This is an optimization exercise on Yosys and OpenROAD, whose aim is small area and a short achievable clock period, not a production implementation. RTL that was checked went through simulation tests only; none was proved equivalent to the original. Power and IR drop assume default switching activity.

Setup of 01-25:
Design pipecpu, start of the top module:
module pipecpu(clk, rst, instr, readdata, PC, MemWrite, aluout, writedata);
clock: 12.5 ns
lec_check: 0
cap_margin: 20
core_margin: 2
core_utilization: 50
cts_cluster_diameter: 85
cts_cluster_size: 25
place_density: 0.75
slew_margin: 20
synth_hierarchical: 1
standard.sh (not shown) runs the stock make flow with config.mk's settings and CLKGATE_MAP_FILE= SYNTH_SCRIPT=/design/flow/synth_recipe.tcl, a recipe that flattens the netlist after the stock synthesis.
==> flow/flow/run.sh <==
#!/bin/bash
# The standard layout, with:
# - synthesis: the standard flow's own synthesis script, with a delay-driven ABC script
#   (strash; dch; map -D; buffer; upsize; dnsize) for the final technology
#   mapping in place of ORFS's abc_speed.script (a looser delay target for
#   the top module than for the others); registers are untouched;
# - timing repair aiming well below the clock period (the SDC is unchanged);
# - plain buffers on the ports;
# - without the slow two-stage OR / AND cells (the platform's don't-use cells
#   stay don't-use).
set -euo pipefail
W=$(pwd)
cat > "$W/synth_abc.tcl" <<EOT
proc abc {args} {
   set rest {}
   set skip 0
   foreach a \$args {
      if {\$skip} { set skip 0; continue }
      if {\$a eq "-script"} { set skip 1; continue }
      lappend rest \$a
   }
   yosys abc -script "+strash;dch;map,-D,1100;buffer;upsize,-D,1100;dnsize,-D,1100" {*}\$rest rf_read br_eq alu_add alu_ls pc_sel pci_sel
   yosys abc -script "+strash;dch;map,-D,1600;buffer;upsize,-D,1600;dnsize,-D,1600" {*}\$rest pipecpu
}
source $W/synth_recipe.tcl
EOT
DONT_USE="sky130_fd_sc_hd__probe_p_8 sky130_fd_sc_hd__probec_p_8 sky130_fd_sc_hd__lpflow_bleeder_1 sky130_fd_sc_hd__lpflow_clkbufkapwr_1 sky130_fd_sc_hd__lpflow_clkbufkapwr_16 sky130_fd_sc_hd__lpflow_clkbufkapwr_2 sky130_fd_sc_hd__lpflow_clkbufkapwr_4 sky130_fd_sc_hd__lpflow_clkbufkapwr_8 sky130_fd_sc_hd__lpflow_clkinvkapwr_1 sky130_fd_sc_hd__lpflow_clkinvkapwr_16 sky130_fd_sc_hd__lpflow_clkinvkapwr_2 sky130_fd_sc_hd__lpflow_clkinvkapwr_4 sky130_fd_sc_hd__lpflow_clkinvkapwr_8 sky130_fd_sc_hd__lpflow_decapkapwr_12 sky130_fd_sc_hd__lpflow_decapkapwr_3 sky130_fd_sc_hd__lpflow_decapkapwr_4 sky130_fd_sc_hd__lpflow_decapkapwr_6 sky130_fd_sc_hd__lpflow_decapkapwr_8 sky130_fd_sc_hd__lpflow_inputiso0n_1 sky130_fd_sc_hd__lpflow_inputiso0p_1 sky130_fd_sc_hd__lpflow_inputiso1n_1 sky130_fd_sc_hd__lpflow_inputiso1p_1 sky130_fd_sc_hd__lpflow_inputisolatch_1 sky130_fd_sc_hd__lpflow_isobufsrc_1 sky130_fd_sc_hd__lpflow_isobufsrc_16 sky130_fd_sc_hd__lpflow_isobufsrc_2 sky130_fd_sc_hd__lpflow_isobufsrc_4 sky130_fd_sc_hd__lpflow_isobufsrc_8 sky130_fd_sc_hd__lpflow_isobufsrckapwr_16 sky130_fd_sc_hd__lpflow_lsbuf_lh_hl_isowell_tap_1 sky130_fd_sc_hd__lpflow_lsbuf_lh_hl_isowell_tap_2 sky130_fd_sc_hd__lpflow_lsbuf_lh_hl_isowell_tap_4 sky130_fd_sc_hd__lpflow_lsbuf_lh_isowell_4 sky130_fd_sc_hd__lpflow_lsbuf_lh_isowell_tap_1 sky130_fd_sc_hd__lpflow_lsbuf_lh_isowell_tap_2 sky130_fd_sc_hd__lpflow_lsbuf_lh_isowell_tap_4 sky130_fd_sc_hd__a2111o_1 sky130_fd_sc_hd__a2111o_2 sky130_fd_sc_hd__a2111o_4 sky130_fd_sc_hd__and4_1 sky130_fd_sc_hd__and4_2 sky130_fd_sc_hd__and4_4 sky130_fd_sc_hd__and4b_1 sky130_fd_sc_hd__and4b_2 sky130_fd_sc_hd__and4b_4 sky130_fd_sc_hd__and4bb_1 sky130_fd_sc_hd__and4bb_2 sky130_fd_sc_hd__and4bb_4 sky130_fd_sc_hd__o2111a_1 sky130_fd_sc_hd__o2111a_2 sky130_fd_sc_hd__o2111a_4 sky130_fd_sc_hd__or3_1 sky130_fd_sc_hd__or3_2 sky130_fd_sc_hd__or3_4 sky130_fd_sc_hd__or3b_1 sky130_fd_sc_hd__or3b_2 sky130_fd_sc_hd__or3b_4 sky130_fd_sc_hd__or4_1 sky130_fd_sc_hd__or4_2 sky130_fd_sc_hd__or4_4 sky130_fd_sc_hd__or4b_1 sky130_fd_sc_hd__or4b_2 sky130_fd_sc_hd__or4b_4 sky130_fd_sc_hd__or4bb_1 sky130_fd_sc_hd__or4bb_2 sky130_fd_sc_hd__or4bb_4 "
bash standard.sh "SYNTH_SCRIPT=$W/synth_abc.tcl" SETUP_SLACK_MARGIN=8.5 "BUFFER_PORTS_ARGS=-buffer_cell sky130_fd_sc_hd__buf_4" "DONT_USE_CELLS=$DONT_USE" finish > standard_flow.log 2>&1
Ran to the end and failed final checks on max-slew violations: 01-25.
[inputs] 03-08 vs 01-25
-- flow/design.v --
<<< 01-25, line 104
   endgenerate
   wire [31:0] ealu;
   wire [31:0] qma = ({32{fxa}} & malu) | qa;      
   wire [31:0] qmb = ({32{fxb}} & malu) | qb;
   wire [31:0] ao = ({32{fla}} & readdata) | qma;    
   wire [31:0] bo = ({32{flb}} & readdata) | qmb;    
   wire [31:0] a = ({32{fea}} & ealu) | ao;
   wire [31:0] b = ({32{feb}} & ealu) | bo;
>>> 03-08, line 104
   endgenerate
   wire [31:0] ealu;
   wire [31:0] ao = ({32{fla}} & readdata) | ({32{fxa}} & malu) | qa;    
   wire [31:0] bo = ({32{flb}} & readdata) | ({32{fxb}} & malu) | qb;    
   wire [31:0] a = ({32{fea}} & ealu) | ao;
   wire [31:0] b = ({32{feb}} & ealu) | bo;
<<< 01-25, line 151
   wire ntaken;
   wire fe1 = fea ^ feb;
   br_eq beq_unit (.ao(ao), .bo(bo), .qm(qma | qmb), .rd(readdata), .fl(fla | flb),
                   .p(ep), .g(eg), .ecin(ecin), .els(ealu_lss),
                   .m_same(fea & feb), .m_n(~fea & ~feb), .m_add(fe1 & eop[OP_ADD]),
                   .m_ls(fe1 & ~eop[OP_ADD]),
>>> 03-08, line 149
   wire ntaken;
   wire fe1 = fea ^ feb;
   br_eq beq_unit (.ao(ao), .bo(bo), .p(ep), .g(eg), .ecin(ecin), .els(ealu_lss),
                   .m_same(fea & feb), .m_n(~fea & ~feb), .m_add(fe1 & eop[OP_ADD]),
                   .m_ls(fe1 & ~eop[OP_ADD]),
<<< 01-25, line 158
   wire [31:0] imm = {{16{sext & dinst[15]}}, dinst[15:0]};
   wire [31:0] bpc = pcn + {{14{dinst[15]}}, dinst[15:0], 2'b00};
   wire [31:0] pci;       
   wire [31:0] jpc = {pci[31:28], dinst[25:0], 2'b00};
   wire [31:0] pc4 = pci + 32'd4;
   wire [31:0] npc = stall ? pci : i_jr ? a : (i_j | i_jal) ? jpc : pc4;
>>> 03-08, line 155
   wire [31:0] imm = {{16{sext & dinst[15]}}, dinst[15:0]};
   wire [31:0] bpc = pcn + {{14{dinst[15]}}, dinst[15:0], 2'b00};
   wire [31:0] jpc = {pcn[31:28], dinst[25:0], 2'b00};
   wire [31:0] pci;       
   wire [31:0] pc4 = pci + 32'd4;
   wire [31:0] npc = stall ? pci : i_jr ? a : (i_j | i_jal) ? jpc : pc4;
<<< 01-25, line 298
              ({32{op[5] | op[6] | op[7]}} & sh);
endmodule
module br_eq(ao, bo, qm, rd, fl, p, g, ecin, els, m_same, m_n, m_add, m_ls, beq, bne, taken);
   input  [31:0] ao, bo, qm, rd, p, g, els;
   input         fl, ecin, m_same, m_n, m_add, m_ls, beq, bne;
   output        taken;
   wire [31:0] x = qm | ({32{fl}} & rd);
   wire [31:0] c0 = {g[30:0] | p[30:0], ecin};
   wire [31:0] c1 = {g[30:0], ecin};
>>> 03-08, line 295
              ({32{op[5] | op[6] | op[7]}} & sh);
endmodule
module br_eq(ao, bo, p, g, ecin, els, m_same, m_n, m_add, m_ls, beq, bne, taken);
   input  [31:0] ao, bo, p, g, els;
   input         ecin, m_same, m_n, m_add, m_ls, beq, bne;
   output        taken;
   wire [31:0] x = ao | bo;
   wire [31:0] c0 = {g[30:0] | p[30:0], ecin};
   wire [31:0] c1 = {g[30:0], ecin};
Notes after the runs:
- Every stage of the flow completed for 03-08, and the final layout passed the timing, DRC and antenna checks.
- Between 03-08 and 01-25, it is 03-08 whose proportion of cell area spent on the clock network is higher, by 0.51 points.
- Compared with 01-25, in 03-08 fraction of standard cell area that is sequential moved up; die span in x level; clock-pin slew of the registers on the worst-case setup and hold paths level; synthesis-to-finish area growth moved down; final area moved down.
- The higher fmax of 03-08 and 01-25 is in 01-25.
- Re proportion of synthesized chip area in sequential cells: 01-25 was lower than 03-08.
- Against 01-25, synthesized net count in 03-08 fell by a few percent.
- Comparing 03-08 and 01-25, the lower power in combinational cells was measured on 03-08.
- Compared with 01-25, 03-08 has less setup slack.
No run of this note included a check of the RTL's function; only the layout flow was run.


Another version of the RTL of pipecpu (not shown whole).
For scale: roughly 1400 flip-flops, about 160 I/O pins.
export LEC_CHECK = 0
export CAP_MARGIN = 20
export CORE_MARGIN = 2
export CORE_UTILIZATION = 50
export PLACE_DENSITY = 0.75
export SLEW_MARGIN = 20
export SYNTH_HIERARCHICAL = 1
create_clock -name core_clock -period 12.5 [get_ports {clk}]
==> flow/flow/run.sh <==
#!/bin/bash
# The standard layout, with timing repair aiming well below the clock
# period (the SDC is unchanged), plain buffers on the ports, and without the
# slow two-stage OR / AND cells (the platform's don't-use cells stay
# don't-use).
set -euo pipefail
DONT_USE="sky130_fd_sc_hd__probe_p_8 sky130_fd_sc_hd__probec_p_8 sky130_fd_sc_hd__lpflow_bleeder_1 sky130_fd_sc_hd__lpflow_clkbufkapwr_1 sky130_fd_sc_hd__lpflow_clkbufkapwr_16 sky130_fd_sc_hd__lpflow_clkbufkapwr_2 sky130_fd_sc_hd__lpflow_clkbufkapwr_4 sky130_fd_sc_hd__lpflow_clkbufkapwr_8 sky130_fd_sc_hd__lpflow_clkinvkapwr_1 sky130_fd_sc_hd__lpflow_clkinvkapwr_16 sky130_fd_sc_hd__lpflow_clkinvkapwr_2 sky130_fd_sc_hd__lpflow_clkinvkapwr_4 sky130_fd_sc_hd__lpflow_clkinvkapwr_8 sky130_fd_sc_hd__lpflow_decapkapwr_12 sky130_fd_sc_hd__lpflow_decapkapwr_3 sky130_fd_sc_hd__lpflow_decapkapwr_4 sky130_fd_sc_hd__lpflow_decapkapwr_6 sky130_fd_sc_hd__lpflow_decapkapwr_8 sky130_fd_sc_hd__lpflow_inputiso0n_1 sky130_fd_sc_hd__lpflow_inputiso0p_1 sky130_fd_sc_hd__lpflow_inputiso1n_1 sky130_fd_sc_hd__lpflow_inputiso1p_1 sky130_fd_sc_hd__lpflow_inputisolatch_1 sky130_fd_sc_hd__lpflow_isobufsrc_1 sky130_fd_sc_hd__lpflow_isobufsrc_16 sky130_fd_sc_hd__lpflow_isobufsrc_2 sky130_fd_sc_hd__lpflow_isobufsrc_4 sky130_fd_sc_hd__lpflow_isobufsrc_8 sky130_fd_sc_hd__lpflow_isobufsrckapwr_16 sky130_fd_sc_hd__lpflow_lsbuf_lh_hl_isowell_tap_1 sky130_fd_sc_hd__lpflow_lsbuf_lh_hl_isowell_tap_2 sky130_fd_sc_hd__lpflow_lsbuf_lh_hl_isowell_tap_4 sky130_fd_sc_hd__lpflow_lsbuf_lh_isowell_4 sky130_fd_sc_hd__lpflow_lsbuf_lh_isowell_tap_1 sky130_fd_sc_hd__lpflow_lsbuf_lh_isowell_tap_2 sky130_fd_sc_hd__lpflow_lsbuf_lh_isowell_tap_4 sky130_fd_sc_hd__a2111o_1 sky130_fd_sc_hd__a2111o_2 sky130_fd_sc_hd__a2111o_4 sky130_fd_sc_hd__and4_1 sky130_fd_sc_hd__and4_2 sky130_fd_sc_hd__and4_4 sky130_fd_sc_hd__and4b_1 sky130_fd_sc_hd__and4b_2 sky130_fd_sc_hd__and4b_4 sky130_fd_sc_hd__and4bb_1 sky130_fd_sc_hd__and4bb_2 sky130_fd_sc_hd__and4bb_4 sky130_fd_sc_hd__o2111a_1 sky130_fd_sc_hd__o2111a_2 sky130_fd_sc_hd__o2111a_4 sky130_fd_sc_hd__or3_1 sky130_fd_sc_hd__or3_2 sky130_fd_sc_hd__or3_4 sky130_fd_sc_hd__or3b_1 sky130_fd_sc_hd__or3b_2 sky130_fd_sc_hd__or3b_4 sky130_fd_sc_hd__or4_1 sky130_fd_sc_hd__or4_2 sky130_fd_sc_hd__or4_4 sky130_fd_sc_hd__or4b_1 sky130_fd_sc_hd__or4b_2 sky130_fd_sc_hd__or4b_4 sky130_fd_sc_hd__or4bb_1 sky130_fd_sc_hd__or4bb_2 sky130_fd_sc_hd__or4bb_4 "
bash standard.sh SETUP_SLACK_MARGIN=8.5 "BUFFER_PORTS_ARGS=-buffer_cell sky130_fd_sc_hd__buf_4" "DONT_USE_CELLS=$DONT_USE" finish > standard_flow.log 2>&1
Then changed:
--- a/flow/design.v
+++ b/flow/design.v
@@ -88,21 +88,21 @@
    end
    wire [31*32-1:0] rfq;
    generate
       for (gi = 1; gi < 32; gi = gi + 1) begin : g_rfq
          assign rfq[(gi-1)*32 +: 32] = rf[gi];
       end
    endgenerate
    wire [31:0] qa, qb;
-   rf_read rda (.d(rfq), .sel(sela), .q(qa));
-   rf_read rdb (.d(rfq), .sel(selb), .q(qb));
+   rf_read rda (.d({malu, rfq}), .sel({fxa, sela}), .q(qa));
+   rf_read rdb (.d({malu, rfq}), .sel({fxb, selb}), .q(qb));
+   wire [31:0] ao = ({32{fla}} & readdata) | qa;
+   wire [31:0] bo = ({32{flb}} & readdata) | qb;
    wire [31:0] ealu;
-   wire [31:0] ao = ({32{fla}} & readdata) | ({32{fxa}} & malu) | qa;    
-   wire [31:0] bo = ({32{flb}} & readdata) | ({32{fxb}} & malu) | qb;    
    wire [31:0] a = ({32{fea}} & ealu) | ao;
    wire [31:0] b = ({32{feb}} & ealu) | bo;
    wire [31:0] ninst = stall ? dinst : instr;
    wire [4:0]  nrs = ninst[25:21];
    wire [4:0]  nrt = ninst[20:16];
    wire [31:1] nvalid = rfv | wsel;
    wire efwd = ~stall & dwreg & ~i_lw;
    wire nfea = efwd & (rn == nrs);
@@ -225,23 +225,23 @@
       end
    end
    always @(posedge clk) begin
       mb <= es;
       mrn <= ern;
    end
 endmodule
 module rf_read(d, sel, q);
-   input  [31*32-1:0] d;
-   input  [31:1]      sel;
+   input  [32*32-1:0] d;
+   input  [32:1]      sel;
    output reg [31:0]  q;
    integer k;
    always @(*) begin
       q = 32'd0;
-      for (k = 1; k < 32; k = k + 1)
+      for (k = 1; k < 33; k = k + 1)
          q = q | (d[(k-1)*32 +: 32] & {32{sel[k]}});
    end
 endmodule
 module alu_add(a, b, cin, sum, slt);
    input  [31:0] a, b;
    input         cin;
    output [31:0] sum;
    output        slt;
Result: Power is about the same; count of clock-buffer cells in the layout climbs by 10; cell area came out higher by about 1.4%; wire length goes up by 9.2%; worst setup slack gets worse by 0.066 ns; synthesized area increases by 1.3%; hold slack stays flat; global-route usage is higher by 3.4 points; utilization stays flat; final cell count went up by 1.5%; sequential share of layout area fell by 0.67 points; sequential power barely changes; register-to-register slack gains 0.06 ns.
Only the layout flow was run in the second run of this note; the RTL was not checked for function there.

## static timing again, ports no longer ideal
No port has a modelled driver above. Below, the same layouts with a new extraction and two added sets of constraints.
Step 1 (the two cells are an assumption about what drives the block):
set clk [get_ports {clk}]
set_driving_cell -lib_cell sky130_fd_sc_hd__clkbuf_16 $clk
set_driving_cell -lib_cell sky130_fd_sc_hd__buf_2 [delete_from_list [all_inputs] $clk]
Step 2 moves the port delays by t, midway between the first and last clock arrival at a register: inputs arrive t later, outputs are due t later. That takes back most of the time a late clock gives input paths.
a / b / c = ideal ports / drivers / drivers and shift; a / b = the first two.
| run | shift t [ns] | slack for setup (ns) | worst setup path at the end |
|---|---|---|---|
| 01-25 | 0.786 | 8.422 / 8.362 / 7.686 | input to register |
| 03-08 | 0.817 | 8.309 / 8.309 / 7.521 | input to register |
| the first run of note 2 | 0.856 | 8.135 / 8.058 / 7.373 | input to register |
| the second run of note 2 | 0.892 | 8.069 / 7.985 / 7.458 | input to register |
For 03-08, which loses most, drivers alone change the setup slack by 0.000 ns; drivers and shift together by -0.788 ns.
